Context: an optimization exercise on an open-source flow, tuned for small area. The choices shown serve that exercise and are no tape-out recipe.
The RTL was checked by simulation tests, not by an equivalence proof against the original design.

==> flow/design.v (outline; a module is shown in full before it is edited, if it fits) <==
// module tv80_alu: 356 lines
// module tv80_reg: 41 lines
// module tv80_mcode: 2185 lines
// module tv80_core: 1158 lines
// module tv80s: 119 lines
module tv80s ( 
  m1_n, mreq_n, iorq_n, rd_n, wr_n, rfsh_n, halt_n, busak_n, A, dout,
  reset_n, clk, cen, wait_n, int_n, nmi_n, busrq_n, di
  );
  // ...
==> flow/run.sh <==
#!/bin/bash
# synth_recipe.tcl (not shown) runs the flow's synth.tcl, then flattens the netlist and writes it again
# the make line also repeats each setting of config.mk as NAME=value (left out here)
make -C /OpenROAD-flow-scripts/flow DESIGN_CONFIG=/design/flow/config.mk WORK_HOME=/design/flow/orfs CLKGATE_MAP_FILE= SYNTH_SCRIPT=/design/flow/synth_recipe.tcl finish
==> flow/config.mk <==
export PLATFORM = sky130hd
export DESIGN_NAME = tv80s
export DESIGN_NICKNAME = tv80s
export VERILOG_FILES = /design/flow/design.v
export SDC_FILE = /design/flow/constraint.sdc
export NUM_CORES = 4
export LEC_CHECK = 0
export CAP_MARGIN = 0
export CORE_MARGIN = 2
export CORE_UTILIZATION = 40
export CTS_BUF_LIST = sky130_fd_sc_hd__clkbuf_4
export SLEW_MARGIN = 0
==> flow/constraint.sdc <==
create_clock -name core_clock -period 12.0 [get_ports {clk}]
set_input_delay 2.4000 -clock core_clock [delete_from_list [all_inputs] [get_ports {clk}]]
set_output_delay 2.4000 -clock core_clock [all_outputs]
set_load 0.01 [all_outputs]
==> metrics.md, run 1 <==
| Metric | Value |
|---|---|
| Setup TNS | `0 ns` |
| Critical path depth | `25` |
| Residual DRC | `0` |
| Final wirelength | `roughly 200 mm` |
| Die width | `~300 µm` |
| Placed Area | `roughly 36,000 µm²` |
| Invs w/o clock | `126` |
| Routed wl met2 | `81.5 mm` |
| Register area | `9890 µm²` |
| Worst setup path startpoint | `i_tv80_core.IR[6]` |
| Critical path arrival | `10.54 ns` |
| Met2 Use GR | `63.7%` |
| Commonest non-fill, non-tap cell in the layout | `nand2_1` |
| Slew Limit Headroom | `9.13%` |
| Clk pin slew, worst setup/hold paths | `0.07 ns` |
| DIE HEIGHT | `296 µm` |
| Worst path required time | `between 10 and 15 ns` |
| DR top layer | `met5` |
| Root Driver | `clkbuf_4` |
| NumNets Final | `4,516` |
| DP Cell Count | `roughly 5.4k` |
| Grt met3 use | `roughly 13%` |
| Outcome | `no timing/DRC/antenna violations` |
| Most frequent cells in the layout | `584 x nand2_1, 462 x nor2_1, 426 x a21oi_1` |
| Ys flop type | `edfxtp_1` |
| Multi-input gates | `3,592` |
| Global route total overflow | `0` |
| Clk buf depth | `3` |
| Adder-cell area share of the yosys netlist | `4.32%` |
| DP HPWL | `147 mm` |
==> module tv80_reg, before the edit <==
module tv80_reg ( 
  DOBH, DOAL, DOCL, DOBL, DOCH, DOAH, 
  AddrC, AddrA, AddrB, DIH, DIL, clk, CEN, WEH, WEL
  );
    input  [2:0] AddrC;
    output [7:0] DOBH;
    input  [2:0] AddrA;
    input  [2:0] AddrB;
    input  [7:0] DIH;
    output [7:0] DOAL;
    output [7:0] DOCL;
    input  [7:0] DIL;
    output [7:0] DOBL;
    output [7:0] DOCH;
    output [7:0] DOAH;
    input  clk, CEN, WEH, WEL;
  reg [7:0] RegsH [0:7];
  reg [7:0] RegsL [0:7];
  always @(posedge clk)
    begin
      if (CEN)
        begin
          if (WEH) RegsH[AddrA] <= DIH;
          if (WEL) RegsL[AddrA] <= DIL;
        end
    end
  assign DOAH = RegsH[AddrA];
  assign DOAL = RegsL[AddrA];
  assign DOBH = RegsH[AddrB];
  assign DOBL = RegsL[AddrB];
  assign DOCH = RegsH[AddrC];
  assign DOCL = RegsL[AddrC];
  wire [7:0] B = RegsH[0];
  wire [7:0] C = RegsL[0];
  wire [7:0] D = RegsH[1];
  wire [7:0] E = RegsL[1];
  wire [7:0] H = RegsH[2];
  wire [7:0] L = RegsL[2];
  wire [15:0] IX = { RegsH[3], RegsL[3] };
  wire [15:0] IY = { RegsH[7], RegsL[7] };
endmodule
==> module tv80_core, before the edit <==
module tv80_core ( 
  m1_n, iorq, no_read, write, rfsh_n, halt_n, busak_n, A, dout, mc,
  ts, intcycle_n, IntE, stop,
  reset_n, clk, cen, wait_n, int_n, nmi_n, busrq_n, dinst, di
  );
  parameter Mode = 1;    
  parameter IOWait = 1;  
  parameter Flag_C = 0;
  parameter Flag_N = 1;
  parameter Flag_P = 2;
  parameter Flag_X = 3;
  parameter Flag_H = 4;
  parameter Flag_Y = 5;
  parameter Flag_Z = 6;
  parameter Flag_S = 7;
  input     reset_n;
  input     clk;
  input     cen;
  input     wait_n;
  input     int_n;
  input     nmi_n;
  input     busrq_n;
  output    m1_n;
  output    iorq;
  output    no_read;
  output    write;
  output    rfsh_n;
  output    halt_n;
  output    busak_n;
  output [15:0] A;
  input [7:0]   dinst;
  input [7:0]   di;
  output [7:0]  dout;
  output [6:0]  mc;
  output [6:0]  ts;
  output        intcycle_n;
  output        IntE;
  output        stop;
  reg    m1_n;
  reg    iorq;
  reg    halt_n;
  reg    busak_n;
  reg [15:0] A;
  reg [7:0]  dout;
  reg [6:0]  mc;
  reg [6:0]  ts;
  reg   intcycle_n;
  reg   IntE;
  reg   stop;
  parameter     aNone    = 3'b111;
  parameter     aBC      = 3'b000;
  parameter     aDE      = 3'b001;
  parameter     aXY      = 3'b010;
  parameter     aIOA     = 3'b100;
  parameter     aSP      = 3'b101;
  parameter     aZI      = 3'b110;
  reg [7:0]     ACC, F;
  reg [7:0]     Ap, Fp;
  reg [7:0]     I;
  reg [15:0]    SP, PC;
  reg [7:0]     RegDIH;
  reg [7:0]     RegDIL;
  wire [15:0]   RegBusA;
  wire [15:0]   RegBusB;
  wire [15:0]   RegBusC;
  reg [2:0]     RegAddrA_r;
  reg [2:0]     RegAddrA;
  reg [2:0]     RegAddrB_r;
  reg [2:0]     RegAddrB;
  reg [2:0]     RegAddrC;
  reg           RegWEH;
  reg           RegWEL;
  reg           Alternate;
  reg [15:0]    TmpAddr;         
  reg [7:0]     IR;              
  reg [1:0]     ISet;            
  reg [15:0]    RegBusA_r;
  reg [15:0]    ID16;
  reg [7:0]     Save_Mux;
  reg [6:0]     tstate;
  reg [6:0]     mcycle;
  reg           last_mcycle, last_tstate;
  reg           IntE_FF1;
  reg           IntE_FF2;
  reg           Halt_FF;
  reg           BusReq_s;
  reg           BusAck;
  reg           ClkEn;
  reg           NMI_s;
  reg           INT_s;
  reg [1:0]     IStatus;
  reg [7:0]     DI_Reg;
  reg           T_Res;
  reg [1:0]     XY_State;
  reg [2:0]     Pre_XY_F_M;
  reg           NextIs_XY_Fetch;
  reg           XY_Ind;
  reg           No_BTR;
  reg           BTR_r;
  reg           Auto_Wait;
  reg           Auto_Wait_t1;
  reg           Auto_Wait_t2;
  reg           IncDecZ;
  reg [7:0]     BusB;
  reg [7:0]     BusA;
  wire [7:0]    ALU_Q;
  wire [7:0]    F_Out;
  reg [4:0]     Read_To_Reg_r;
  reg           Arith16_r;
  reg           Z16_r;
  reg [3:0]     ALU_Op_r;
  reg           Save_ALU_r;
  reg           PreserveC_r;
  reg [2:0]     mcycles;
  wire [2:0]    mcycles_d;
  wire [2:0]    tstates;
  reg           IntCycle;
  reg           NMICycle;
  wire          Inc_PC;
  wire          Inc_WZ;
  wire [3:0]    IncDec_16;
  wire [1:0]    Prefix;
  wire          Read_To_Acc;
  wire          Read_To_Reg;
  wire [3:0]     Set_BusB_To;
  wire [3:0]     Set_BusA_To;
  wire [3:0]     ALU_Op;
  wire           Save_ALU;
  wire           PreserveC;
  wire           Arith16;
  wire [2:0]     Set_Addr_To;
  wire           Jump;
  wire           JumpE;
  wire           JumpXY;
  wire           Call;
  wire           RstP;
  wire           LDZ;
  wire           LDW;
  wire           LDSPHL;
  wire           iorq_i;
  wire [2:0]     Special_LD;
  wire           ExchangeDH;
  wire           ExchangeRp;
  wire           ExchangeAF;
  wire           ExchangeRS;
  wire           I_DJNZ;
  wire           I_CPL;
  wire           I_CCF;
  wire           I_SCF;
  wire           I_RETN;
  wire           I_BT;
  wire           I_BC;
  wire           I_BTR;
  wire           I_RLD;
  wire           I_RRD;
  wire           I_INRC;
  wire           SetDI;
  wire           SetEI;
  wire [1:0]     IMode;
  wire           Halt;
  reg [15:0]     PC16;
  reg [15:0]     PC16_B;
  reg [15:0]     SP16, SP16_A, SP16_B;
  reg [15:0]     ID16_B;
  reg            Oldnmi_n;
  tv80_mcode #(Mode, Flag_C, Flag_N, Flag_P, Flag_X, Flag_H, Flag_Y, Flag_Z, Flag_S) i_mcode
    (
     .IR                   (IR),
     .ISet                 (ISet),
     .MCycle               (mcycle),
     .F                    (F),
     .NMICycle             (NMICycle),
     .IntCycle             (IntCycle),
     .MCycles              (mcycles_d),
     .TStates              (tstates),
     .Prefix               (Prefix),
     .Inc_PC               (Inc_PC),
     .Inc_WZ               (Inc_WZ),
     .IncDec_16            (IncDec_16),
     .Read_To_Acc          (Read_To_Acc),
     .Read_To_Reg          (Read_To_Reg),
     .Set_BusB_To          (Set_BusB_To),
     .Set_BusA_To          (Set_BusA_To),
     .ALU_Op               (ALU_Op),
     .Save_ALU             (Save_ALU),
     .PreserveC            (PreserveC),
     .Arith16              (Arith16),
     .Set_Addr_To          (Set_Addr_To),
     .IORQ                 (iorq_i),
     .Jump                 (Jump),
     .JumpE                (JumpE),
     .JumpXY               (JumpXY),
     .Call                 (Call),
     .RstP                 (RstP),
     .LDZ                  (LDZ),
     .LDW                  (LDW),
     .LDSPHL               (LDSPHL),
     .Special_LD           (Special_LD),
     .ExchangeDH           (ExchangeDH),
     .ExchangeRp           (ExchangeRp),
     .ExchangeAF           (ExchangeAF),
     .ExchangeRS           (ExchangeRS),
     .I_DJNZ               (I_DJNZ),
     .I_CPL                (I_CPL),
     .I_CCF                (I_CCF),
     .I_SCF                (I_SCF),
     .I_RETN               (I_RETN),
     .I_BT                 (I_BT),
     .I_BC                 (I_BC),
     .I_BTR                (I_BTR),
     .I_RLD                (I_RLD),
     .I_RRD                (I_RRD),
     .I_INRC               (I_INRC),
     .SetDI                (SetDI),
     .SetEI                (SetEI),
     .IMode                (IMode),
     .Halt                 (Halt),
     .NoRead               (no_read),
     .Write                (write)
     );
  tv80_alu #(Mode, Flag_C, Flag_N, Flag_P, Flag_X, Flag_H, Flag_Y, Flag_Z, Flag_S) i_alu
    (
     .Arith16              (Arith16_r),
     .Z16                  (Z16_r),
     .ALU_Op               (ALU_Op_r),
     .IR                   (IR[5:0]),
     .ISet                 (ISet),
     .BusA                 (BusA),
     .BusB                 (BusB),
     .F_In                 (F),
     .Q                    (ALU_Q),
     .F_Out                (F_Out)
     );
  function [6:0] number_to_bitvec;
    input [2:0] num;
    begin
      case (num)
        1 : number_to_bitvec = 7'b0000001;
        2 : number_to_bitvec = 7'b0000010;
        3 : number_to_bitvec = 7'b0000100;
        4 : number_to_bitvec = 7'b0001000;
        5 : number_to_bitvec = 7'b0010000;
        6 : number_to_bitvec = 7'b0100000;
        7 : number_to_bitvec = 7'b1000000;
        default : number_to_bitvec = 7'bx;
      endcase  
    end
  endfunction  
  function [2:0] mcyc_to_number;
    input [6:0] mcyc;
    begin
      casez (mcyc)
        7'b1zzzzzz : mcyc_to_number = 3'h7;
        7'b01zzzzz : mcyc_to_number = 3'h6;
        7'b001zzzz : mcyc_to_number = 3'h5;
        7'b0001zzz : mcyc_to_number = 3'h4;
        7'b00001zz : mcyc_to_number = 3'h3;
        7'b000001z : mcyc_to_number = 3'h2;
        7'b0000001 : mcyc_to_number = 3'h1;
        default : mcyc_to_number = 3'h1;
      endcase
    end
  endfunction
  always @( mcycle or mcycles or tstate or tstates)
    begin
      case (mcycles)
        1 : last_mcycle = mcycle[0];
        2 : last_mcycle = mcycle[1];
        3 : last_mcycle = mcycle[2];
        4 : last_mcycle = mcycle[3];
        5 : last_mcycle = mcycle[4];
        6 : last_mcycle = mcycle[5];
        7 : last_mcycle = mcycle[6];
        default : last_mcycle = 1'bx;
      endcase  
      case (tstates)
        0 : last_tstate = tstate[0];
        1 : last_tstate = tstate[1];
        2 : last_tstate = tstate[2];
        3 : last_tstate = tstate[3];
        4 : last_tstate = tstate[4];
        5 : last_tstate = tstate[5];
        6 : last_tstate = tstate[6];
        default : last_tstate = 1'bx;
      endcase
    end  
  always @( ALU_Q or BusAck or BusB or DI_Reg
	   or ExchangeRp or IR or Save_ALU_r or Set_Addr_To or XY_Ind
	   or XY_State or cen or last_tstate or mcycle)
    begin
      ClkEn = cen && ~ BusAck;
      if (last_tstate)
        T_Res = 1'b1;
      else T_Res = 1'b0;
      if (XY_State != 2'b00 && XY_Ind == 1'b0 &&
          ((Set_Addr_To == aXY) ||
           (mcycle[0] && IR == 8'b11001011) ||
           (mcycle[0] && IR == 8'b00110110)))
        NextIs_XY_Fetch = 1'b1;
      else
        NextIs_XY_Fetch = 1'b0;
      if (ExchangeRp)
        Save_Mux = BusB;
      else if (!Save_ALU_r)
        Save_Mux = DI_Reg;
      else
        Save_Mux = ALU_Q;
    end  
  always @ (posedge clk or negedge reset_n)
    begin
      if (reset_n == 1'b0 )
        begin
          PC <= 0;   
          A <= 0;
          TmpAddr <= 0;
          IR <= 8'b00000000;
          ISet <= 2'b00;
          XY_State <= 2'b00;
          IStatus <= 2'b00;
          mcycles <= 3'b000;
          dout <= 8'b00000000;
          ACC <= 8'hFF;
          F <= 8'hFF;
          Ap <= 8'hFF;
          Fp <= 8'hFF;
          I <= 0;
          SP <= 16'hFFFF;
          Alternate <= 1'b0;
          Read_To_Reg_r <= 5'b00000;
          Arith16_r <= 1'b0;
          BTR_r <= 1'b0;
          Z16_r <= 1'b0;
          ALU_Op_r <= 4'b0000;
          Save_ALU_r <= 1'b0;
          PreserveC_r <= 1'b0;
          XY_Ind <= 1'b0;
        end
      else
        begin
          if (ClkEn == 1'b1 )
            begin
              ALU_Op_r <= 4'b0000;
              Save_ALU_r <= 1'b0;
              Read_To_Reg_r <= 5'b00000;
              mcycles <= mcycles_d;
              if (IMode != 2'b11 )
                begin
                  IStatus <= IMode;
                end
              Arith16_r <= Arith16;
              PreserveC_r <= PreserveC;
              if (ISet == 2'b10 && ALU_Op[2] == 1'b0 && ALU_Op[0] == 1'b1 && mcycle[2] )
                begin
                  Z16_r <= 1'b1;
                end
              else
                begin
                  Z16_r <= 1'b0;
                end
              if (mcycle[0] && (tstate[1] | tstate[2] | tstate[3] ))
                begin
                  if (tstate[2] && wait_n == 1'b1 )
                    begin
                      if (Jump == 1'b0 && Call == 1'b0 && NMICycle == 1'b0 && IntCycle == 1'b0 && ~ (Halt_FF == 1'b1 || Halt == 1'b1) )
                        begin
                          PC <= PC16;
                        end
                      if (IntCycle == 1'b1 && IStatus == 2'b01 )
                        begin
                          IR <= 8'b11111111;
                        end
                      else if (Halt_FF == 1'b1 || (IntCycle == 1'b1 && IStatus == 2'b10) || NMICycle == 1'b1 )
                        begin
                          IR <= 8'b00000000;
			  TmpAddr[7:0] <= dinst;  
                        end
                      else
                        begin
                          IR <= dinst;
                        end
                      ISet <= 2'b00;
                      if (Prefix != 2'b00 )
                        begin
                          if (Prefix == 2'b11 )
                            begin
                              if (IR[5] == 1'b1 )
                                begin
                                  XY_State <= 2'b10;
                                end
                              else
                                begin
                                  XY_State <= 2'b01;
                                end
                            end
                          else
                            begin
                              if (Prefix == 2'b10 )
                                begin
                                  XY_State <= 2'b00;
                                  XY_Ind <= 1'b0;
                                end
                              ISet <= Prefix;
                            end
                        end
                      else
                        begin
                          XY_State <= 2'b00;
                          XY_Ind <= 1'b0;
                        end
                    end  
                end
              else
                begin
                  if (mcycle[5] )
                    begin
                      XY_Ind <= 1'b1;
                      if (Prefix == 2'b01 )
                        begin
                          ISet <= 2'b01;
                        end
                    end
                  if (T_Res == 1'b1 )
                    begin
                      BTR_r <= (I_BT || I_BC || I_BTR) && ~ No_BTR;
                      if (Jump == 1'b1 )
                        begin
                          A[15:8] <= DI_Reg;
                          A[7:0] <= TmpAddr[7:0];
                          PC[15:8] <= DI_Reg;
                          PC[7:0] <= TmpAddr[7:0];
                        end
                      else if (JumpXY == 1'b1 )
                        begin
                          A <= RegBusC;
                          PC <= RegBusC;
                        end else if (Call == 1'b1 || RstP == 1'b1 )
                          begin
                            A <= TmpAddr;
                            PC <= TmpAddr;
                          end
                        else if (last_mcycle && NMICycle == 1'b1 )
                          begin
                            A <= 16'b0000000001100110;
                            PC <= 16'b0000000001100110;
                          end
                        else if (mcycle[2] && IntCycle == 1'b1 && IStatus == 2'b10 )
                          begin
                            A[15:8] <= I;
                            A[7:0] <= TmpAddr[7:0];
                            PC[15:8] <= I;
                            PC[7:0] <= TmpAddr[7:0];
                          end
                        else
                          begin
                            case (Set_Addr_To)
                              aXY :
                                begin
                                  if (XY_State == 2'b00 )
                                    begin
                                      A <= RegBusC;
                                    end
                                  else
                                    begin
                                      if (NextIs_XY_Fetch == 1'b1 )
                                        begin
                                          A <= PC;
                                        end
                                      else
                                        begin
                                          A <= TmpAddr;
                                        end
                                    end  
                                end  
                              aIOA :
                                begin
                                  if (Mode == 3 )
                                    begin
                                      A[15:8] <= 8'hFF;
                                    end
                                  else if (Mode == 2 )
                                    begin
                                      A[15:8] <= DI_Reg;
                                    end
                                  else
                                    begin
                                      A[15:8] <= ACC;
                                    end
                                  A[7:0] <= DI_Reg;
                                end  
                              aSP :
                                begin
                                  A <= SP;
                                end
                              aBC :
                                begin
                                  if (Mode == 3 && iorq_i == 1'b1 )
                                    begin
                                      A[15:8] <= 8'hFF;
                                      A[7:0] <= RegBusC[7:0];
                                    end
                                  else
                                    begin
                                      A <= RegBusC;
                                    end
                                end  
                              aDE :
                                begin
                                  A <= RegBusC;
                                end
                              aZI :
                                begin
                                  if (Inc_WZ == 1'b1 )
                                    begin
                                      A <= TmpAddr + 1;
                                    end
                                  else
                                    begin
                                      A[15:8] <= DI_Reg;
                                      A[7:0] <= TmpAddr[7:0];
                                    end
                                end  
                              default   :
                                begin
                                  A <= PC;
                                end
                            endcase  
                          end  
                      Save_ALU_r <= Save_ALU;
                      ALU_Op_r <= ALU_Op;
                      if (I_CPL == 1'b1 )
                        begin
                          ACC <= ~ ACC;
                          F[Flag_Y] <= ~ ACC[5];
                          F[Flag_H] <= 1'b1;
                          F[Flag_X] <= ~ ACC[3];
                          F[Flag_N] <= 1'b1;
                        end
                      if (I_CCF == 1'b1 )
                        begin
                          F[Flag_C] <= ~ F[Flag_C];
                          F[Flag_Y] <= ACC[5];
                          F[Flag_H] <= F[Flag_C];
                          F[Flag_X] <= ACC[3];
                          F[Flag_N] <= 1'b0;
                        end
                      if (I_SCF == 1'b1 )
                        begin
                          F[Flag_C] <= 1'b1;
                          F[Flag_Y] <= ACC[5];
                          F[Flag_H] <= 1'b0;
                          F[Flag_X] <= ACC[3];
                          F[Flag_N] <= 1'b0;
                        end
                    end  
                  if (tstate[2] && wait_n == 1'b1 )
                    begin
                      if (ISet == 2'b01 && mcycle[6] )
                        begin
                          IR <= dinst;
                        end
                      if (JumpE == 1'b1 )
                        begin
                          PC <= PC16;
                        end
                      else if (Inc_PC == 1'b1 )
                        begin
                          PC <= PC16;
                        end
                      if (BTR_r == 1'b1 )
                        begin
                          PC <= PC16;
                        end
                      if (RstP == 1'b1 )
                        begin
                          TmpAddr <= { 10'h0, IR[5:3], 3'h0 };
                        end
                    end
                  if (tstate[3] && mcycle[5] )
                    begin
                      TmpAddr <= SP16;
                    end
                  if ((tstate[2] && wait_n == 1'b1) || (tstate[4] && mcycle[0]) )
                    begin
                      if (IncDec_16[2:0] == 3'b111 )
                        begin
                          SP <= SP16;
                        end
                    end
                  if (LDSPHL == 1'b1 )
                    begin
                      SP <= RegBusC;
                    end
                  if (ExchangeAF == 1'b1 )
                    begin
                      Ap <= ACC;
                      ACC <= Ap;
                      Fp <= F;
                      F <= Fp;
                    end
                  if (ExchangeRS == 1'b1 )
                    begin
                      Alternate <= ~ Alternate;
                    end
                end  
              if (tstate[3] )
                begin
                  if (LDZ == 1'b1 )
                    begin
                      TmpAddr[7:0] <= DI_Reg;
                    end
                  if (LDW == 1'b1 )
                    begin
                      TmpAddr[15:8] <= DI_Reg;
                    end
                  if (Special_LD[2] == 1'b1 )
                    begin
                      case (Special_LD[1:0])
                        2'b00 :
                          begin
                            ACC <= I;
                            F[Flag_P] <= IntE_FF2;
			    F[Flag_Z] <= (I == 0);
			    F[Flag_S] <= I[7];
			    F[Flag_H] <= 0;
			    F[Flag_N] <= 0;
                          end
                        2'b01 :
                          begin
                            ACC <= 0;
                            F[Flag_P] <= IntE_FF2;
			    F[Flag_Z] <= (I == 0);
			    F[Flag_S] <= I[7];
			    F[Flag_H] <= 0;
			    F[Flag_N] <= 0;
                          end
                        2'b10 :
                          I <= ACC;
                        default : ;
                      endcase
                    end
                end  
              if ((I_DJNZ == 1'b0 && Save_ALU_r == 1'b1) || ALU_Op_r == 4'b1001 )
                begin
                  if (Mode == 3 )
                    begin
                      F[6] <= F_Out[6];
                      F[5] <= F_Out[5];
                      F[7] <= F_Out[7];
                      if (PreserveC_r == 1'b0 )
                        begin
                          F[4] <= F_Out[4];
                        end
                    end
                  else
                    begin
                      F[7:1] <= F_Out[7:1];
                      if (PreserveC_r == 1'b0 )
                        begin
                          F[Flag_C] <= F_Out[0];
                        end
                    end
                end  
              if (T_Res == 1'b1 && I_INRC == 1'b1 )
                begin
                  F[Flag_H] <= 1'b0;
                  F[Flag_N] <= 1'b0;
                  if (DI_Reg[7:0] == 8'b00000000 )
                    begin
                      F[Flag_Z] <= 1'b1;
                    end
                  else
                    begin
                      F[Flag_Z] <= 1'b0;
                    end
                  F[Flag_S] <= DI_Reg[7];
                  F[Flag_P] <= ~ (^DI_Reg[7:0]);
                end  
              if (tstate[1] && Auto_Wait_t1 == 1'b0 )
                begin
                  dout <= BusB;
                  if (I_RLD == 1'b1 )
                    begin
                      dout[3:0] <= BusA[3:0];
                      dout[7:4] <= BusB[3:0];
                    end
                  if (I_RRD == 1'b1 )
                    begin
                      dout[3:0] <= BusB[7:4];
                      dout[7:4] <= BusA[3:0];
                    end
                end
              if (T_Res == 1'b1 )
                begin
                  Read_To_Reg_r[3:0] <= Set_BusA_To;
                  Read_To_Reg_r[4] <= Read_To_Reg;
                  if (Read_To_Acc == 1'b1 )
                    begin
                      Read_To_Reg_r[3:0] <= 4'b0111;
                      Read_To_Reg_r[4] <= 1'b1;
                    end
                end
              if (tstate[1] && I_BT == 1'b1 )
                begin
                  F[Flag_X] <= ALU_Q[3];
                  F[Flag_Y] <= ALU_Q[1];
                  F[Flag_H] <= 1'b0;
                  F[Flag_N] <= 1'b0;
                end
              if (I_BC == 1'b1 || I_BT == 1'b1 )
                begin
                  F[Flag_P] <= IncDecZ;
                end
              if ((tstate[1] && Save_ALU_r == 1'b0 && Auto_Wait_t1 == 1'b0) ||
                  (Save_ALU_r == 1'b1 && ALU_Op_r != 4'b0111) )
                begin
                  case (Read_To_Reg_r)
                    5'b10111 :
                      ACC <= Save_Mux;
                    5'b10110 :
                      dout <= Save_Mux;
                    5'b11000 :
                      SP[7:0] <= Save_Mux;
                    5'b11001 :
                      SP[15:8] <= Save_Mux;
                    5'b11011 :
                      F <= Save_Mux;
                    default : ;
                  endcase
                end  
            end  
        end  
    end
  always @ (posedge clk)
    begin
      if (ClkEn == 1'b1 )
        begin
          RegAddrA_r <=  { Alternate, Set_BusA_To[2:1] };
          if (XY_Ind == 1'b0 && XY_State != 2'b00 && Set_BusA_To[2:1] == 2'b10 )
            begin
              RegAddrA_r <= { XY_State[1],  2'b11 };
            end
          RegAddrB_r <= { Alternate, Set_BusB_To[2:1] };
          if (XY_Ind == 1'b0 && XY_State != 2'b00 && Set_BusB_To[2:1] == 2'b10 )
            begin
              RegAddrB_r <= { XY_State[1],  2'b11 };
            end
          RegAddrC <= { Alternate,  Set_Addr_To[1:0] };
          if ((JumpXY == 1'b1 || LDSPHL == 1'b1) )
            begin
              RegAddrC <= { Alternate, 2'b10 };
            end
          if (((JumpXY == 1'b1 || LDSPHL == 1'b1) && XY_State != 2'b00) || (mcycle[5]) )
            begin
              RegAddrC <= { XY_State[1],  2'b11 };
            end
          if (I_DJNZ == 1'b1 && Save_ALU_r == 1'b1 && Mode < 2 )
            begin
              IncDecZ <= F_Out[Flag_Z];
            end
          if ((tstate[2] || (tstate[3] && mcycle[0])) && IncDec_16[2:0] == 3'b100 )
            begin
              if (ID16 == 0 )
                begin
                  IncDecZ <= 1'b0;
                end
              else
                begin
                  IncDecZ <= 1'b1;
                end
            end
          RegBusA_r <= RegBusA;
        end
    end  
  always @( Alternate or ExchangeDH or IncDec_16
	   or RegAddrA_r or RegAddrB_r or XY_State or mcycle or tstate)
    begin
      if ((tstate[2] || (tstate[3] && mcycle[0] && IncDec_16[2] == 1'b1)) && XY_State == 2'b00)
        RegAddrA = { Alternate, IncDec_16[1:0] };
      else if ((tstate[2] || (tstate[3] && mcycle[0] && IncDec_16[2] == 1'b1)) && IncDec_16[1:0] == 2'b10)
        RegAddrA = { XY_State[1], 2'b11 };
      else if (ExchangeDH == 1'b1 && tstate[3])
        RegAddrA = { Alternate, 2'b10 };
      else if (ExchangeDH == 1'b1 && tstate[4])
        RegAddrA = { Alternate, 2'b01 };
      else
        RegAddrA = RegAddrA_r;
      if (ExchangeDH == 1'b1 && tstate[3])
        RegAddrB = { Alternate, 2'b01 };
      else
        RegAddrB = RegAddrB_r;
    end  
  always @( ALU_Op_r or Auto_Wait_t1 or ExchangeDH
	   or IncDec_16 or Read_To_Reg_r or Save_ALU_r or mcycle
	   or tstate or wait_n)
    begin
      RegWEH = 1'b0;
      RegWEL = 1'b0;
      if ((tstate[1] && ~Save_ALU_r && ~Auto_Wait_t1) ||
          (Save_ALU_r && (ALU_Op_r != 4'b0111)) )
        begin
          case (Read_To_Reg_r)
            5'b10000 , 5'b10001 , 5'b10010 , 5'b10011 , 5'b10100 , 5'b10101 :
              begin
                RegWEH = ~ Read_To_Reg_r[0];
                RegWEL = Read_To_Reg_r[0];
              end  
            default : ;
          endcase  
        end  
      if (ExchangeDH && (tstate[3] || tstate[4]) )
        begin
          RegWEH = 1'b1;
          RegWEL = 1'b1;
        end
      if (IncDec_16[2] && ((tstate[2] && wait_n && ~mcycle[0]) || (tstate[3] && mcycle[0])) )
        begin
          case (IncDec_16[1:0])
            2'b00 , 2'b01 , 2'b10 :
              begin
                RegWEH = 1'b1;
                RegWEL = 1'b1;
              end  
            default : ;
          endcase
        end
    end  
  always @( ExchangeDH or ID16 or IncDec_16 or RegBusA_r
	   or RegBusB or Save_Mux or mcycle or tstate)
    begin
      RegDIH = Save_Mux;
      RegDIL = Save_Mux;
      if (ExchangeDH == 1'b1 && tstate[3] )
        begin
          RegDIH = RegBusB[15:8];
          RegDIL = RegBusB[7:0];
        end
      else if (ExchangeDH == 1'b1 && tstate[4] )
        begin
          RegDIH = RegBusA_r[15:8];
          RegDIL = RegBusA_r[7:0];
        end
      else if (IncDec_16[2] == 1'b1 && ((tstate[2] && ~mcycle[0]) || (tstate[3] && mcycle[0])) )
        begin
          RegDIH = ID16[15:8];
          RegDIL = ID16[7:0];
        end
    end
  tv80_reg i_reg
    (
     .clk                  (clk),
     .CEN                  (ClkEn),
     .WEH                  (RegWEH),
     .WEL                  (RegWEL),
     .AddrA                (RegAddrA),
     .AddrB                (RegAddrB),
     .AddrC                (RegAddrC),
     .DIH                  (RegDIH),
     .DIL                  (RegDIL),
     .DOAH                 (RegBusA[15:8]),
     .DOAL                 (RegBusA[7:0]),
     .DOBH                 (RegBusB[15:8]),
     .DOBL                 (RegBusB[7:0]),
     .DOCH                 (RegBusC[15:8]),
     .DOCL                 (RegBusC[7:0])
     );
  always @ (posedge clk)
    begin
      if (ClkEn == 1'b1 )
        begin
          case (Set_BusB_To)
            4'b0111 :
              BusB <= ACC;
            4'b0000 , 4'b0001 , 4'b0010 , 4'b0011 , 4'b0100 , 4'b0101 :
              begin
                if (Set_BusB_To[0] == 1'b1 )
                  begin
                    BusB <= RegBusB[7:0];
                  end
                else
                  begin
                    BusB <= RegBusB[15:8];
                  end
              end
            4'b0110 :
              BusB <= DI_Reg;
            4'b1000 :
              BusB <= SP[7:0];
            4'b1001 :
              BusB <= SP[15:8];
            4'b1010 :
              BusB <= 8'b00000001;
            4'b1011 :
              BusB <= F;
            4'b1100 :
              BusB <= PC[7:0];
            4'b1101 :
              BusB <= PC[15:8];
            4'b1110 :
              BusB <= 8'b00000000;
            default :
              BusB <= 8'h0;
          endcase
          case (Set_BusA_To)
            4'b0111 :
              BusA <= ACC;
            4'b0000 , 4'b0001 , 4'b0010 , 4'b0011 , 4'b0100 , 4'b0101 :
              begin
                if (Set_BusA_To[0] == 1'b1 )
                  begin
                    BusA <= RegBusA[7:0];
                  end
                else
                  begin
                    BusA <= RegBusA[15:8];
                  end
              end
            4'b0110 :
              BusA <= DI_Reg;
            4'b1000 :
              BusA <= SP[7:0];
            4'b1001 :
              BusA <= SP[15:8];
            4'b1010 :
              BusA <= 8'b00000000;
            default :
              BusA <=  8'h0;
          endcase
        end
    end
  assign rfsh_n = 1'b1;
  always @( BusAck or Halt_FF or I_DJNZ or IntCycle
	   or IntE_FF1 or di or iorq_i or mcycle or tstate)
    begin
      mc = mcycle;
      ts = tstate;
      DI_Reg = di;
      halt_n = ~ Halt_FF;
      busak_n = ~ BusAck;
      intcycle_n = ~ IntCycle;
      IntE = IntE_FF1;
      iorq = iorq_i;
      stop = I_DJNZ;
    end
  always @ (posedge clk or negedge reset_n)
    begin : sync_inputs
      if (~reset_n)
        begin
          BusReq_s <= 1'b0;
          INT_s <= 1'b0;
          NMI_s <= 1'b0;
          Oldnmi_n <= 1'b0;
        end
      else
        begin
          if (cen == 1'b1 )
            begin
              BusReq_s <= ~ busrq_n;
              INT_s <= ~ int_n;
              if (NMICycle == 1'b1 )
                begin
                  NMI_s <= 1'b0;
                end
              else if (nmi_n == 1'b0 && Oldnmi_n == 1'b1 )
                begin
                  NMI_s <= 1'b1;
                end
              Oldnmi_n <= nmi_n;
            end
        end
    end
  always @ (posedge clk or negedge reset_n)
    begin
      if (reset_n == 1'b0 )
        begin
          mcycle <= 7'b0000001;
          tstate <= 7'b0000001;
          Pre_XY_F_M <= 3'b000;
          Halt_FF <= 1'b0;
          BusAck <= 1'b0;
          NMICycle <= 1'b0;
          IntCycle <= 1'b0;
          IntE_FF1 <= 1'b0;
          IntE_FF2 <= 1'b0;
          No_BTR <= 1'b0;
          Auto_Wait_t1 <= 1'b0;
          Auto_Wait_t2 <= 1'b0;
          m1_n <= 1'b1;
        end
      else
        begin
          if (cen == 1'b1 )
            begin
              if (T_Res == 1'b1 )
                begin
                  Auto_Wait_t1 <= 1'b0;
                end
              else
                begin
		  Auto_Wait_t1 <= Auto_Wait || (iorq_i & ~Auto_Wait_t2);
                end
              Auto_Wait_t2 <= Auto_Wait_t1 & !T_Res;
              No_BTR <= (I_BT && (~ IR[4] || ~ F[Flag_P])) ||
                        (I_BC && (~ IR[4] || F[Flag_Z] || ~ F[Flag_P])) ||
                        (I_BTR && (~ IR[4] || F[Flag_Z]));
              if (tstate[2] )
                begin
                  if (SetEI == 1'b1 )
                    begin
                      if (!NMICycle)
                        IntE_FF1 <= 1'b1;
                      IntE_FF2 <= 1'b1;
                    end
                  if (I_RETN == 1'b1 )
                    begin
                      IntE_FF1 <= IntE_FF2;
                    end
                end
              if (tstate[3] )
                begin
                  if (SetDI == 1'b1 )
                    begin
                      IntE_FF1 <= 1'b0;
                      IntE_FF2 <= 1'b0;
                    end
                end
              if (IntCycle == 1'b1 || NMICycle == 1'b1 )
                begin
                  Halt_FF <= 1'b0;
                end
              if (mcycle[0] && tstate[2] && wait_n == 1'b1 )
                begin
                  m1_n <= 1'b1;
                end
              if (BusReq_s == 1'b1 && BusAck == 1'b1 )
                begin
                end
              else
                begin
                  BusAck <= 1'b0;
                  if (tstate[2] && wait_n == 1'b0 )
                    begin
                    end
                  else if (T_Res == 1'b1 )
                    begin
                      if (Halt == 1'b1 )
                        begin
                          Halt_FF <= 1'b1;
                        end
                      if (BusReq_s == 1'b1 )
                        begin
                          BusAck <= 1'b1;
                        end
                      else
                        begin
                          tstate <= 7'b0000010;
                          if (NextIs_XY_Fetch == 1'b1 )
                            begin
                              mcycle <= 7'b0100000;
                              Pre_XY_F_M <= mcyc_to_number(mcycle);
                              if (IR == 8'b00110110 && Mode == 0 )
                                begin
                                  Pre_XY_F_M <= 3'b010;
                                end
                            end
                          else if ((mcycle[6]) || (mcycle[5] && Mode == 1 && ISet != 2'b01) )
                            begin
                              mcycle <= number_to_bitvec(Pre_XY_F_M + 1);
                            end
                          else if ((last_mcycle) ||
                                   No_BTR == 1'b1 ||
                                   (mcycle[1] && I_DJNZ == 1'b1 && IncDecZ == 1'b1) )
                            begin
                              m1_n <= 1'b0;
                              mcycle <= 7'b0000001;
                              IntCycle <= 1'b0;
                              NMICycle <= 1'b0;
                              if (NMI_s == 1'b1 && Prefix == 2'b00 )
                                begin
                                  NMICycle <= 1'b1;
                                  IntE_FF1 <= 1'b0;
                                end
                              else if ((IntE_FF1 == 1'b1 && INT_s == 1'b1) && Prefix == 2'b00 && SetEI == 1'b0 )
                                begin
                                  IntCycle <= 1'b1;
                                  IntE_FF1 <= 1'b0;
                                  IntE_FF2 <= 1'b0;
                                end
                            end
                          else
                            begin
                              mcycle <= { mcycle[5:0], mcycle[6] };
                            end
                        end
                    end
                  else
                    begin    
                      if ( ~(Auto_Wait == 1'b1 && Auto_Wait_t2 == 1'b0) &&
                           ~(IOWait == 1 && iorq_i == 1'b1 && Auto_Wait_t1 == 1'b0) )
                        begin
                          tstate <= { tstate[5:0], tstate[6] };
                        end
                    end
                end
              if (tstate[0])
                begin
                  m1_n <= 1'b0;
                end
            end
        end
    end
  always @( BTR_r or DI_Reg or IncDec_16 or JumpE or PC
	   or RegBusA or RegBusC or SP or tstate)
    begin
      if (JumpE == 1'b1 )
        begin
          PC16_B = { {8{DI_Reg[7]}}, DI_Reg };
        end
      else if (BTR_r == 1'b1 )
        begin
          PC16_B = -2;
        end
      else
        begin
          PC16_B = 1;
        end
      if (tstate[3])
        begin
          SP16_A = RegBusC;
          SP16_B = { {8{DI_Reg[7]}}, DI_Reg };
        end
      else
        begin
          SP16_A = SP;
          if (IncDec_16[3] == 1'b1)
            SP16_B = -1;
          else
            SP16_B = 1;
        end
      if (IncDec_16[3])
        ID16_B = -1;
      else
        ID16_B = 1;
      ID16 = RegBusA + ID16_B;
      PC16 = PC + PC16_B;
      SP16 = SP16_A + SP16_B;
    end  
  always @( IntCycle or NMICycle or mcycle)
    begin
      Auto_Wait = 1'b0;
      if (IntCycle == 1'b1 || NMICycle == 1'b1 )
        begin
          if (mcycle[0] )
            begin
              Auto_Wait = 1'b1;
            end
        end
    end  
endmodule  
==> module tv80s, before the edit <==
module tv80s ( 
  m1_n, mreq_n, iorq_n, rd_n, wr_n, rfsh_n, halt_n, busak_n, A, dout,
  reset_n, clk, cen, wait_n, int_n, nmi_n, busrq_n, di
  );
  parameter Mode = 0;     
  parameter T2Write = 0;  
  parameter IOWait  = 1;  
  input         reset_n;
  input         clk;
  input         cen;
  input         wait_n;
  input         int_n;
  input         nmi_n;
  input         busrq_n;
  output        m1_n;
  output        mreq_n;
  output        iorq_n;
  output        rd_n;
  output        wr_n;
  output        rfsh_n;
  output        halt_n;
  output        busak_n;
  output [15:0] A;
  input [7:0]   di;
  output [7:0]  dout;
  reg           mreq_n;
  reg           iorq_n;
  reg           rd_n;
  reg           wr_n;
  wire          intcycle_n;
  wire          no_read;
  wire          write;
  wire          iorq;
  reg [7:0]     di_reg;
  wire [6:0]    mcycle;
  wire [6:0]    tstate;
  tv80_core #(Mode, IOWait) i_tv80_core
    (
     .cen (cen),
     .m1_n (m1_n),
     .iorq (iorq),
     .no_read (no_read),
     .write (write),
     .rfsh_n (rfsh_n),
     .halt_n (halt_n),
     .wait_n (wait_n),
     .int_n (int_n),
     .nmi_n (nmi_n),
     .reset_n (reset_n),
     .busrq_n (busrq_n),
     .busak_n (busak_n),
     .clk (clk),
     .IntE (),
     .stop (),
     .A (A),
     .dinst (di),
     .di (di_reg),
     .dout (dout),
     .mc (mcycle),
     .ts (tstate),
     .intcycle_n (intcycle_n)
     );
  always @(posedge clk or negedge reset_n)
    begin
      if (!reset_n)
        begin
          rd_n   <= 1'b1;
          wr_n   <= 1'b1;
          iorq_n <= 1'b1;
          mreq_n <= 1'b1;
          di_reg <= 0;
        end
      else
        begin
          rd_n <= 1'b1;
          wr_n <= 1'b1;
          iorq_n <= 1'b1;
          mreq_n <= 1'b1;
          if (mcycle[0])
            begin
              if (tstate[1] || (tstate[2] && wait_n == 1'b0))
                begin
                  rd_n <= ~ intcycle_n;
                  mreq_n <= ~ intcycle_n;
                  iorq_n <= intcycle_n;
                end
            end  
          else
            begin
              if ((tstate[1] || (tstate[2] && wait_n == 1'b0)) && no_read == 1'b0 && write == 1'b0)
                begin
                  rd_n <= 1'b0;
                  iorq_n <= ~ iorq;
                  mreq_n <= iorq;
                end
              if (T2Write == 0)
                begin
                  if (tstate[2] && write == 1'b1)
                    begin
                      wr_n <= 1'b0;
                      iorq_n <= ~ iorq;
                      mreq_n <= iorq;
                    end
                end
              else
                begin
                  if ((tstate[1] || (tstate[2] && wait_n == 1'b0)) && write == 1'b1)
                    begin
                      wr_n <= 1'b0;
                      iorq_n <= ~ iorq;
                      mreq_n <= iorq;
                  end
                end  
            end  
          if (tstate[2] && wait_n == 1'b1)
            di_reg <= di;
        end  
    end  
endmodule  
==> run 2, diff against run 1 <==
--- a/flow/design.v
+++ b/flow/design.v
@@ -380,20 +380,27 @@
           if (WEL) RegsL[AddrA] <= DIL;
         end
     end
-  assign DOAH = RegsH[AddrA];
-  assign DOAL = RegsL[AddrA];
-  assign DOBH = RegsH[AddrB];
-  assign DOBL = RegsL[AddrB];
-  assign DOCH = RegsH[AddrC];
-  assign DOCL = RegsL[AddrC];
-  wire [7:0] B = RegsH[0];
-  wire [7:0] C = RegsL[0];
-  wire [7:0] D = RegsH[1];
-  wire [7:0] E = RegsL[1];
-  wire [7:0] H = RegsH[2];
-  wire [7:0] L = RegsL[2];
-  wire [15:0] IX = { RegsH[3], RegsL[3] };
-  wire [15:0] IY = { RegsH[7], RegsL[7] };
+  wire [7:0] selA = 8'b1 << AddrA;
+  wire [7:0] selB = 8'b1 << AddrB;
+  wire [7:0] selC = 8'b1 << AddrC;
+  function [7:0] rd;
+    input [7:0] sel;
+    input [63:0] r;
+    integer k;
+    begin
+      rd = 8'h00;
+      for (k = 0; k < 8; k = k + 1)
+        rd = rd | (r[k*8 +: 8] & {8{sel[k]}});
+    end
+  endfunction
+  wire [63:0] allH = { RegsH[7], RegsH[6], RegsH[5], RegsH[4], RegsH[3], RegsH[2], RegsH[1], RegsH[0] };
+  wire [63:0] allL = { RegsL[7], RegsL[6], RegsL[5], RegsL[4], RegsL[3], RegsL[2], RegsL[1], RegsL[0] };
+  assign DOAH = rd(selA, allH);
+  assign DOAL = rd(selA, allL);
+  assign DOBH = rd(selB, allH);
+  assign DOBL = rd(selB, allL);
+  assign DOCH = rd(selC, allH);
+  assign DOCL = rd(selC, allL);
 endmodule
 module tv80_mcode
   ( 
@@ -2659,8 +2666,10 @@
   reg [15:0]    RegBusA_r;
   reg [15:0]    ID16;
   reg [7:0]     Save_Mux;
-  reg [6:0]     tstate;
-  reg [6:0]     mcycle;
+  reg [2:0]     tst;    
+  reg [2:0]     mcyc;   
+  wire [6:0]    tstate = 7'b1 << tst;
+  wire [6:0]    mcycle = 7'b1 << (mcyc - 3'd1);
   reg           last_mcycle, last_tstate;
   reg           IntE_FF1;
   reg           IntE_FF2;
@@ -2843,29 +2852,11 @@
       endcase
     end
   endfunction
-  always @( mcycle or mcycles or tstate or tstates)
+  always @( mcyc or mcycles or tst or tstates)
     begin
-      case (mcycles)
-        1 : last_mcycle = mcycle[0];
-        2 : last_mcycle = mcycle[1];
-        3 : last_mcycle = mcycle[2];
-        4 : last_mcycle = mcycle[3];
-        5 : last_mcycle = mcycle[4];
-        6 : last_mcycle = mcycle[5];
-        7 : last_mcycle = mcycle[6];
-        default : last_mcycle = 1'bx;
-      endcase  
-      case (tstates)
-        0 : last_tstate = tstate[0];
-        1 : last_tstate = tstate[1];
-        2 : last_tstate = tstate[2];
-        3 : last_tstate = tstate[3];
-        4 : last_tstate = tstate[4];
-        5 : last_tstate = tstate[5];
-        6 : last_tstate = tstate[6];
-        default : last_tstate = 1'bx;
-      endcase
-    end  
+      last_mcycle = (mcyc == mcycles);
+      last_tstate = (tst == tstates);
+    end
   always @( ALU_Q or BusAck or BusB or DI_Reg
 	   or ExchangeRp or IR or Save_ALU_r or Set_Addr_To or XY_Ind
 	   or XY_State or cen or last_tstate or mcycle)
@@ -2894,34 +2885,34 @@
         begin
           PC <= 0;   
           A <= 0;
-          TmpAddr <= 0;
+          ;
           IR <= 8'b00000000;
           ISet <= 2'b00;
           XY_State <= 2'b00;
           IStatus <= 2'b00;
           mcycles <= 3'b000;
-          dout <= 8'b00000000;
-          ACC <= 8'hFF;
-          F <= 8'hFF;
-          Ap <= 8'hFF;
-          Fp <= 8'hFF;
+          ;
+          ;
+          ;
+          ;
+          ;
           I <= 0;
-          SP <= 16'hFFFF;
+          ;
           Alternate <= 1'b0;
           Read_To_Reg_r <= 5'b00000;
-          Arith16_r <= 1'b0;
+          ;
           BTR_r <= 1'b0;
-          Z16_r <= 1'b0;
-          ALU_Op_r <= 4'b0000;
+          ;
+          ;
           Save_ALU_r <= 1'b0;
-          PreserveC_r <= 1'b0;
+          ;
           XY_Ind <= 1'b0;
         end
       else
         begin
           if (ClkEn == 1'b1 )
             begin
-              ALU_Op_r <= 4'b0000;
+              ;
               Save_ALU_r <= 1'b0;
               Read_To_Reg_r <= 5'b00000;
               mcycles <= mcycles_d;
@@ -2929,15 +2920,15 @@
                 begin
                   IStatus <= IMode;
                 end
-              Arith16_r <= Arith16;
-              PreserveC_r <= PreserveC;
+              ;
+              ;
               if (ISet == 2'b10 && ALU_Op[2] == 1'b0 && ALU_Op[0] == 1'b1 && mcycle[2] )
                 begin
-                  Z16_r <= 1'b1;
+                  ;
                 end
               else
                 begin
-                  Z16_r <= 1'b0;
+                  ;
                 end
               if (mcycle[0] && (tstate[1] | tstate[2] | tstate[3] ))
                 begin
@@ -2954,7 +2945,7 @@
                       else if (Halt_FF == 1'b1 || (IntCycle == 1'b1 && IStatus == 2'b10) || NMICycle == 1'b1 )
                         begin
                           IR <= 8'b00000000;
-			  TmpAddr[7:0] <= dinst;  
+			  ;
                         end
                       else
                         begin
@@ -3108,6 +3099,430 @@
                             endcase  
                           end  
                       Save_ALU_r <= Save_ALU;
+                      ;
+                      if (I_CPL == 1'b1 )
+                        begin
+                          ;
+                          ;
+                          ;
+                          ;
+                          ;
+                        end
+                      if (I_CCF == 1'b1 )
+                        begin
+                          ;
+                          ;
+                          ;
+                          ;
+                          ;
+                        end
+                      if (I_SCF == 1'b1 )
+                        begin
+                          ;
+                          ;
+                          ;
+                          ;
+                          ;
+                        end
+                    end  
+                  if (tstate[2] && wait_n == 1'b1 )
+                    begin
+                      if (ISet == 2'b01 && mcycle[6] )
+                        begin
+                          IR <= dinst;
+                        end
+                      if (JumpE == 1'b1 )
+                        begin
+                          PC <= PC16;
+                        end
+                      else if (Inc_PC == 1'b1 )
+                        begin
+                          PC <= PC16;
+                        end
+                      if (BTR_r == 1'b1 )
+                        begin
+                          PC <= PC16;
+                        end
+                      if (RstP == 1'b1 )
+                        begin
+                          ;
+                        end
+                    end
+                  if (tstate[3] && mcycle[5] )
+                    begin
+                      ;
+                    end
+                  if ((tstate[2] && wait_n == 1'b1) || (tstate[4] && mcycle[0]) )
+                    begin
+                      if (IncDec_16[2:0] == 3'b111 )
+                        begin
+                          ;
+                        end
+                    end
+                  if (LDSPHL == 1'b1 )
+                    begin
+                      ;
+                    end
+                  if (ExchangeAF == 1'b1 )
+                    begin
+                      ;
+                      ;
+                      ;
+                      ;
+                    end
+                  if (ExchangeRS == 1'b1 )
+                    begin
+                      Alternate <= ~ Alternate;
+                    end
+                end  
+              if (tstate[3] )
+                begin
+                  if (LDZ == 1'b1 )
+                    begin
+                      ;
+                    end
+                  if (LDW == 1'b1 )
+                    begin
+                      ;
+                    end
+                  if (Special_LD[2] == 1'b1 )
+                    begin
+                      case (Special_LD[1:0])
+                        2'b00 :
+                          begin
+                            ;
+                            ;
+			    ;
+			    ;
+			    ;
+			    ;
+                          end
+                        2'b01 :
+                          begin
+                            ;
+                            ;
+			    ;
+			    ;
+			    ;
+			    ;
+                          end
+                        2'b10 :
+                          I <= ACC;
+                        default : ;
+                      endcase
+                    end
+                end  
+              if ((I_DJNZ == 1'b0 && Save_ALU_r == 1'b1) || ALU_Op_r == 4'b1001 )
+                begin
+                  if (Mode == 3 )
+                    begin
+                      ;
+                      ;
+                      ;
+                      if (PreserveC_r == 1'b0 )
+                        begin
+                          ;
+                        end
+                    end
+                  else
+                    begin
+                      ;
+                      if (PreserveC_r == 1'b0 )
+                        begin
+                          ;
+                        end
+                    end
+                end  
+              if (T_Res == 1'b1 && I_INRC == 1'b1 )
+                begin
+                  ;
+                  ;
+                  if (DI_Reg[7:0] == 8'b00000000 )
+                    begin
+                      ;
+                    end
+                  else
+                    begin
+                      ;
+                    end
+                  ;
+                  ;
+                end  
+              if (tstate[1] && Auto_Wait_t1 == 1'b0 )
+                begin
+                  ;
+                  if (I_RLD == 1'b1 )
+                    begin
+                      ;
+                      ;
+                    end
+                  if (I_RRD == 1'b1 )
+                    begin
+                      ;
+                      ;
+                    end
+                end
+              if (T_Res == 1'b1 )
+                begin
+                  Read_To_Reg_r[3:0] <= Set_BusA_To;
+                  Read_To_Reg_r[4] <= Read_To_Reg;
+                  if (Read_To_Acc == 1'b1 )
+                    begin
+                      Read_To_Reg_r[3:0] <= 4'b0111;
+                      Read_To_Reg_r[4] <= 1'b1;
+                    end
+                end
+              if (tstate[1] && I_BT == 1'b1 )
+                begin
+                  ;
+                  ;
+                  ;
+                  ;
+                end
+              if (I_BC == 1'b1 || I_BT == 1'b1 )
+                begin
+                  ;
+                end
+              if ((tstate[1] && Save_ALU_r == 1'b0 && Auto_Wait_t1 == 1'b0) ||
+                  (Save_ALU_r == 1'b1 && ALU_Op_r != 4'b0111) )
+                begin
+                  case (Read_To_Reg_r)
+                    5'b10111 :
+                      ;
+                    5'b10110 :
+                      ;
+                    5'b11000 :
+                      ;
+                    5'b11001 :
+                      ;
+                    5'b11011 :
+                      ;
+                    default : ;
+                  endcase
+                end  
+            end  
+        end  
+    end
+  always @(posedge clk)
+    begin
+      if (1'b0)
+        begin
+          ;
+          ;
+          TmpAddr <= 0;
+          ;
+          ;
+          ;
+          ;
+          ;
+          dout <= 8'b00000000;
+          ACC <= 8'hFF;
+          F <= 8'hFF;
+          Ap <= 8'hFF;
+          Fp <= 8'hFF;
+          ;
+          SP <= 16'hFFFF;
+          ;
+          ;
+          Arith16_r <= 1'b0;
+          ;
+          Z16_r <= 1'b0;
+          ALU_Op_r <= 4'b0000;
+          ;
+          PreserveC_r <= 1'b0;
+          ;
+        end
+      else
+        begin
+          if (ClkEn == 1'b1 )
+            begin
+              ALU_Op_r <= 4'b0000;
+              ;
+              ;
+              ;
+              if (IMode != 2'b11 )
+                begin
+                  ;
+                end
+              Arith16_r <= Arith16;
+              PreserveC_r <= PreserveC;
+              if (ISet == 2'b10 && ALU_Op[2] == 1'b0 && ALU_Op[0] == 1'b1 && mcycle[2] )
+                begin
+                  Z16_r <= 1'b1;
+                end
+              else
+                begin
+                  Z16_r <= 1'b0;
+                end
+              if (mcycle[0] && (tstate[1] | tstate[2] | tstate[3] ))
+                begin
+                  if (tstate[2] && wait_n == 1'b1 )
+                    begin
+                      if (Jump == 1'b0 && Call == 1'b0 && NMICycle == 1'b0 && IntCycle == 1'b0 && ~ (Halt_FF == 1'b1 || Halt == 1'b1) )
+                        begin
+                          ;
+                        end
+                      if (IntCycle == 1'b1 && IStatus == 2'b01 )
+                        begin
+                          ;
+                        end
+                      else if (Halt_FF == 1'b1 || (IntCycle == 1'b1 && IStatus == 2'b10) || NMICycle == 1'b1 )
+                        begin
+                          ;
+			  TmpAddr[7:0] <= dinst;  
+                        end
+                      else
+                        begin
+                          ;
+                        end
+                      ;
+                      if (Prefix != 2'b00 )
+                        begin
+                          if (Prefix == 2'b11 )
+                            begin
+                              if (IR[5] == 1'b1 )
+                                begin
+                                  ;
+                                end
+                              else
+                                begin
+                                  ;
+                                end
+                            end
+                          else
+                            begin
+                              if (Prefix == 2'b10 )
+                                begin
+                                  ;
+                                  ;
+                                end
+                              ;
+                            end
+                        end
+                      else
+                        begin
+                          ;
+                          ;
+                        end
+                    end  
+                end
+              else
+                begin
+                  if (mcycle[5] )
+                    begin
+                      ;
+                      if (Prefix == 2'b01 )
+                        begin
+                          ;
+                        end
+                    end
+                  if (T_Res == 1'b1 )
+                    begin
+                      ;
+                      if (Jump == 1'b1 )
+                        begin
+                          ;
+                          ;
+                          ;
+                          ;
+                        end
+                      else if (JumpXY == 1'b1 )
+                        begin
+                          ;
+                          ;
+                        end else if (Call == 1'b1 || RstP == 1'b1 )
+                          begin
+                            ;
+                            ;
+                          end
+                        else if (last_mcycle && NMICycle == 1'b1 )
+                          begin
+                            ;
+                            ;
+                          end
+                        else if (mcycle[2] && IntCycle == 1'b1 && IStatus == 2'b10 )
+                          begin
+                            ;
+                            ;
+                            ;
+                            ;
+                          end
+                        else
+                          begin
+                            case (Set_Addr_To)
+                              aXY :
+                                begin
+                                  if (XY_State == 2'b00 )
+                                    begin
+                                      ;
+                                    end
+                                  else
+                                    begin
+                                      if (NextIs_XY_Fetch == 1'b1 )
+                                        begin
+                                          ;
+                                        end
+                                      else
+                                        begin
+                                          ;
+                                        end
+                                    end  
+                                end  
+                              aIOA :
+                                begin
+                                  if (Mode == 3 )
+                                    begin
+                                      ;
+                                    end
+                                  else if (Mode == 2 )
+                                    begin
+                                      ;
+                                    end
+                                  else
+                                    begin
+                                      ;
+                                    end
+                                  ;
+                                end  
+                              aSP :
+                                begin
+                                  ;
+                                end
+                              aBC :
+                                begin
+                                  if (Mode == 3 && iorq_i == 1'b1 )
+                                    begin
+                                      ;
+                                      ;
+                                    end
+                                  else
+                                    begin
+                                      ;
+                                    end
+                                end  
+                              aDE :
+                                begin
+                                  ;
+                                end
+                              aZI :
+                                begin
+                                  if (Inc_WZ == 1'b1 )
+                                    begin
+                                      ;
+                                    end
+                                  else
+                                    begin
+                                      ;
+                                      ;
+                                    end
+                                end  
+                              default   :
+                                begin
+                                  ;
+                                end
+                            endcase  
+                          end  
+                      ;
                       ALU_Op_r <= ALU_Op;
                       if (I_CPL == 1'b1 )
                         begin
@@ -3138,19 +3553,19 @@
                     begin
                       if (ISet == 2'b01 && mcycle[6] )
                         begin
-                          IR <= dinst;
+                          ;
                         end
                       if (JumpE == 1'b1 )
                         begin
-                          PC <= PC16;
+                          ;
                         end
                       else if (Inc_PC == 1'b1 )
                         begin
-                          PC <= PC16;
+                          ;
                         end
                       if (BTR_r == 1'b1 )
                         begin
-                          PC <= PC16;
+                          ;
                         end
                       if (RstP == 1'b1 )
                         begin
@@ -3181,7 +3596,7 @@
                     end
                   if (ExchangeRS == 1'b1 )
                     begin
-                      Alternate <= ~ Alternate;
+                      ;
                     end
                 end  
               if (tstate[3] )
@@ -3216,7 +3631,7 @@
 			    F[Flag_N] <= 0;
                           end
                         2'b10 :
-                          I <= ACC;
+                          ;
                         default : ;
                       endcase
                     end
@@ -3273,12 +3688,12 @@
                 end
               if (T_Res == 1'b1 )
                 begin
-                  Read_To_Reg_r[3:0] <= Set_BusA_To;
-                  Read_To_Reg_r[4] <= Read_To_Reg;
+                  ;
+                  ;
                   if (Read_To_Acc == 1'b1 )
                     begin
-                      Read_To_Reg_r[3:0] <= 4'b0111;
-                      Read_To_Reg_r[4] <= 1'b1;
+                      ;
+                      ;
                     end
                 end
               if (tstate[1] && I_BT == 1'b1 )
@@ -3554,8 +3969,8 @@
     begin
       if (reset_n == 1'b0 )
         begin
-          mcycle <= 7'b0000001;
-          tstate <= 7'b0000001;
+          mcyc <= 3'd1;
+          tst <= 3'd0;
           Pre_XY_F_M <= 3'b000;
           Halt_FF <= 1'b0;
           BusAck <= 1'b0;
@@ -3634,11 +4049,11 @@
                         end
                       else
                         begin
-                          tstate <= 7'b0000010;
+                          tst <= 3'd1;
                           if (NextIs_XY_Fetch == 1'b1 )
                             begin
-                              mcycle <= 7'b0100000;
-                              Pre_XY_F_M <= mcyc_to_number(mcycle);
+                              mcyc <= 3'd6;
+                              Pre_XY_F_M <= mcyc;
                               if (IR == 8'b00110110 && Mode == 0 )
                                 begin
                                   Pre_XY_F_M <= 3'b010;
@@ -3646,14 +4061,14 @@
                             end
                           else if ((mcycle[6]) || (mcycle[5] && Mode == 1 && ISet != 2'b01) )
                             begin
-                              mcycle <= number_to_bitvec(Pre_XY_F_M + 1);
+                              mcyc <= Pre_XY_F_M + 3'd1;
                             end
                           else if ((last_mcycle) ||
                                    No_BTR == 1'b1 ||
                                    (mcycle[1] && I_DJNZ == 1'b1 && IncDecZ == 1'b1) )
                             begin
                               m1_n <= 1'b0;
-                              mcycle <= 7'b0000001;
+                              mcyc <= 3'd1;
                               IntCycle <= 1'b0;
                               NMICycle <= 1'b0;
                               if (NMI_s == 1'b1 && Prefix == 2'b00 )
@@ -3670,7 +4085,7 @@
                             end
                           else
                             begin
-                              mcycle <= { mcycle[5:0], mcycle[6] };
+                              mcyc <= mcyc + 3'd1;
                             end
                         end
                     end
@@ -3679,7 +4094,7 @@
                       if ( ~(Auto_Wait == 1'b1 && Auto_Wait_t2 == 1'b0) &&
                            ~(IOWait == 1 && iorq_i == 1'b1 && Auto_Wait_t1 == 1'b0) )
                         begin
-                          tstate <= { tstate[5:0], tstate[6] };
+                          tst <= (tst == 3'd6) ? 3'd0 : tst + 3'd1;
                         end
                     end
                 end
@@ -3808,7 +4223,6 @@
           wr_n   <= 1'b1;
           iorq_n <= 1'b1;
           mreq_n <= 1'b1;
-          di_reg <= 0;
         end
       else
         begin
@@ -3852,8 +4266,9 @@
                   end
                 end  
             end  
-          if (tstate[2] && wait_n == 1'b1)
-            di_reg <= di;
         end  
     end  
+  always @(posedge clk)
+    if (tstate[2] && wait_n == 1'b1)
+      di_reg <= di;
 endmodule  
==> flow/config.mk (replaced) <==
export PLATFORM = sky130hd
export DESIGN_NAME = tv80s
export DESIGN_NICKNAME = tv80s
export VERILOG_FILES = /design/flow/design.v
export SDC_FILE = /design/flow/constraint.sdc
export NUM_CORES = 4
export LEC_CHECK = 0
export CAP_MARGIN = 20
export CORE_MARGIN = 2
export CORE_UTILIZATION = 40
export SLEW_MARGIN = 20
==> metrics.md, run 2 <==
| Metric | Value |
|---|---|
| NumNets Final | `4,253 (-5.8%)` |
| Skew final | `0.0459 ns` |
| Post-Syn Area per Cell | `7.93 µm²` |
| HP Class | `reg -> reg` |
| Fin. Hold Viols | `0` |
| Clk buf depth | `3 (unchanged)` |
| Starting DRT DRC Count | `6,624` |
| Residual DRC | `0 (unchanged)` |
| CTS H-tree depth | `2` |
| Critical path arrival | `10.24 ns (-0.30 ns)` |
| Largest regs | `i_tv80_core.i_reg.RegsH: 64 flops, i_tv80_core.i_reg.RegsL: 64 flops` |
| Initial antenna violation count | `15` |
| Die width | `292 µm (-1.3%)` |
| Routability congestion estimate | `roughly 1.1` |
| Area growth, synth to finish | `10.7%` |
| Crit-path leading delay family | `simple AND/OR/NAND/NOR gates` |
| Flop-to-flop setup slack | `2.06 ns` |
| Initial Utilization | `between 40% and 50%` |
| Die ar. | `85,300 µm²` |
| Slew of the pin with the lowest slew margin | `between 1 and 1.5 ns` |
| DIE HEIGHT | `292 µm (-1.3%)` |
| Core area | `between 80,000 and 90,000 µm²` |
| Share of layout cells above drive strength 1 | `9.77%` |
| # clock sinks | `350` |
| Vias in the first global route | `34.9k` |
| Top post-synthesis cells by count | `486 x nand2_1, 401 x nor2_1, 396 x a21oi_1, 300 x o21ai_0, 261 x clkbuf_1` |
| # rows | `105` |
| RR Startpoint | `i_tv80_core.IR[6]` |
| R2R Path End | `i_tv80_core.i_reg.RegsH[5][6]` |
| Critical Path End | `i_tv80_core.i_reg.RegsH[5][6]` |
| Worst path bufs/invs | `1` |
| Global route total overflow | `0 (unchanged)` |
| RSZ-0062 raised after global routing | `no` |
| Worst setup path startpoint | `i_tv80_core.IR[6]` |
| Synth async-reset ratio | `a little over a quarter` |
| Post-synth EDFFs | `257` |
| Post-synth top area share | `23.3%` |
| Crit path launch type | `flop` |
| Final hold slack | `0.482 ns` |
| Final wirelength | `198 mm (+0.56%)` |
| Number of library cell types mapped by synthesis | `103` |
| ANT nets after route | `0` |
| Crit Path Class | `reg -> reg` |
| Worst-path maximum fanout | `29` |
| Commonest non-fill, non-tap cell in the layout | `nand2_1` |
| Setup TNS | `0 ns (unchanged)` |
| R2r worst-path depth | `27` |
| CP max stage cell | `nor4b_1` |
| CP Capture Type | `flop` |
| Max-Cap Viols | `0` |
| Most frequent cell after synthesis | `nand2_1` |
| CTS Hold Bufs | `0` |
| First-pass GRT wire length | `275 mm` |
| Vias | `38.0k` |
| Largest net degree at the start of global routing | `79` |
| Overall Global Routing Usage | `45.0%` |
| Largest cells by area after synthesis | `edfxtp_1 23%, dfrtp_1 6.6%, a21oi_1 6.0%, nand2_1 5.5%, nor2_1 4.5%` |
| Slowest stage delay, CP | `about 0.74 ns` |
| Vias per cell | `7.26` |
| Worst path required time | `12.30 ns (-0.36 ns)` |
| Routed len/inst | `37.8 µm` |
| Ys flop type | `edfxtp_1` |
| CTS resizes | `0` |
| Highest Clock Rate | `0.101 GHz` |
| Syn Std Cell Area | `33,200 µm²` |
| Final worst path period need | `9.94 ns` |
| Buffers on Ports | `45` |
| Post-CTS setup buffer count | `0` |
| Worst-skew pair later-pin latency | `0.62 ns` |
| DP HPWL | `150 mm (+1.5%)` |
| Mapped Cells | `4,187` |
| Final setup fails | `0` |
| # IOs | `47` |
| Clk pin slew, worst setup/hold paths | `0.06 ns (about the same)` |
| Post-Syn Nets | `4,318` |
| Most frequent cells in the layout | `485 x nand2_1, 397 x nor2_1, 396 x a21oi_1` |
| Slew Limit Fails | `0` |
| Synth warn | `5` |
| Slew Limit Headroom | `15.4% (+6.3 points)` |
| Sequential share of the synthesized area | `30.3%` |
| Root Driver | `clkbuf_16` |
| Outcome | `no timing/DRC/antenna violations` |
| Critical path depth | `27 (+8.0%)` |
| Drt pass-1 iters | `9` |
| CTS tree | `yes` |
| Register bit total from synthesis | `350` |
| CTS buffer count | `44` |
| Area leader, netlist | `edfxtp_1` |
| Final period util | `slightly above 80%` |
## run 2: worst min path at each step
stage               cells past startpoint               start                 to  slack [ns]
detailed placement                      2   i_tv80_core.A[15]  i_tv80_core.A[15]        0.47
CTS                                     2   i_tv80_core.A[15]  i_tv80_core.A[15]        0.48
finish                                  2   i_tv80_core.A[15]  i_tv80_core.A[15]        0.48
global route                            1    i_tv80_core.A[4]   i_tv80_core.A[4]        0.52
global placement                        2   i_tv80_core.A[12]  i_tv80_core.A[12]        0.47
floorplan                               0  i_tv80_core.ACC[5]  i_tv80_core.Ap[5]        0.42
## run 2: layout make-up
cell class / instances / area (µm²)
fillers: 8233 / 45400
multi-input cells: 3381 / 21500
flip-flops and latches: 350 / 10100
repair buffers: 218 / 1780
well taps: 1070 / 1340
clock buffers: 50 / 1120
inverters: 127 / 479
clock inverters: 30 / 408
diodes: 8 / 20.0
## run 2: kinds of logic (layout without fill, tap and decap cells)
kind of cell	count (synthesis)	in the layout	synth area share [%]
and+or+nand+nor	1488	1488	21.1
DFF	350	350	30.3
buffers and inverters	456	425	5.41
adders and majority gates	116	116	4.55
xor gates and xnor gates	115	115	3.04
muxes	196	196	6.74
AOI/OAI and AO/OA	1465	1465	28.9
other	1	9	0.0113
## run 2: metrics by stage
stage	setup slack (ns)	std cells	utilization [%]	area, µm²
finish	2.06	5234	44.7	36700
global route	1.47	5226	44.7	36700
CTS	2.35	5226	44.7	36700
detailed placement	2.35	5146	42.8	35200
global placement	2.38	5144	42.8	35100
floorplan	4.22	4187	-	33200
## run 2: worst min-delay path, cell delays in order (launching register included)
cell     delay [ns]
dfrtp_1        0.34
nand2_1        0.04
o21ai_0        0.06
## run 2: routing by layer
metal | wire (µm) | GRT usage (%) | vias up
met2 | 78900 | 62.7 | 2937
met1 | 81300 | 62.9 | 18700
li1 | - | - | 15800
met3 | 27000 | 14.5 | 614
met4 | 10500 | 19.9 | 16
met5 | 108 | 0 | -

what the ideal ports hide:
How much do the figures lean on ideal ports? The routed layouts below were timed once more, with nothing changed but the port constraints. Step 1 (the two cells are an assumption about what drives the block):
set clk [get_ports {clk}]
set_driving_cell -lib_cell sky130_fd_sc_hd__clkbuf_16 $clk
set_driving_cell -lib_cell sky130_fd_sc_hd__buf_2 [delete_from_list [all_inputs] $clk]
Step 2 also shifts input and output timing later by t, the mid clock arrival at the registers, as if the neighbouring blocks saw the same clock. a / b / c = no drivers / after step 1 / after step 2; a / b = the first two.
run	t (ns)	setup slack, ns	pins driven straight from the clock port
run 1	1.012	2.124 / 2.124 / 2.124	1
run 2	0.673	2.059 / 2.059 / 2.059	1
After both steps setup and hold are still met in every run listed.
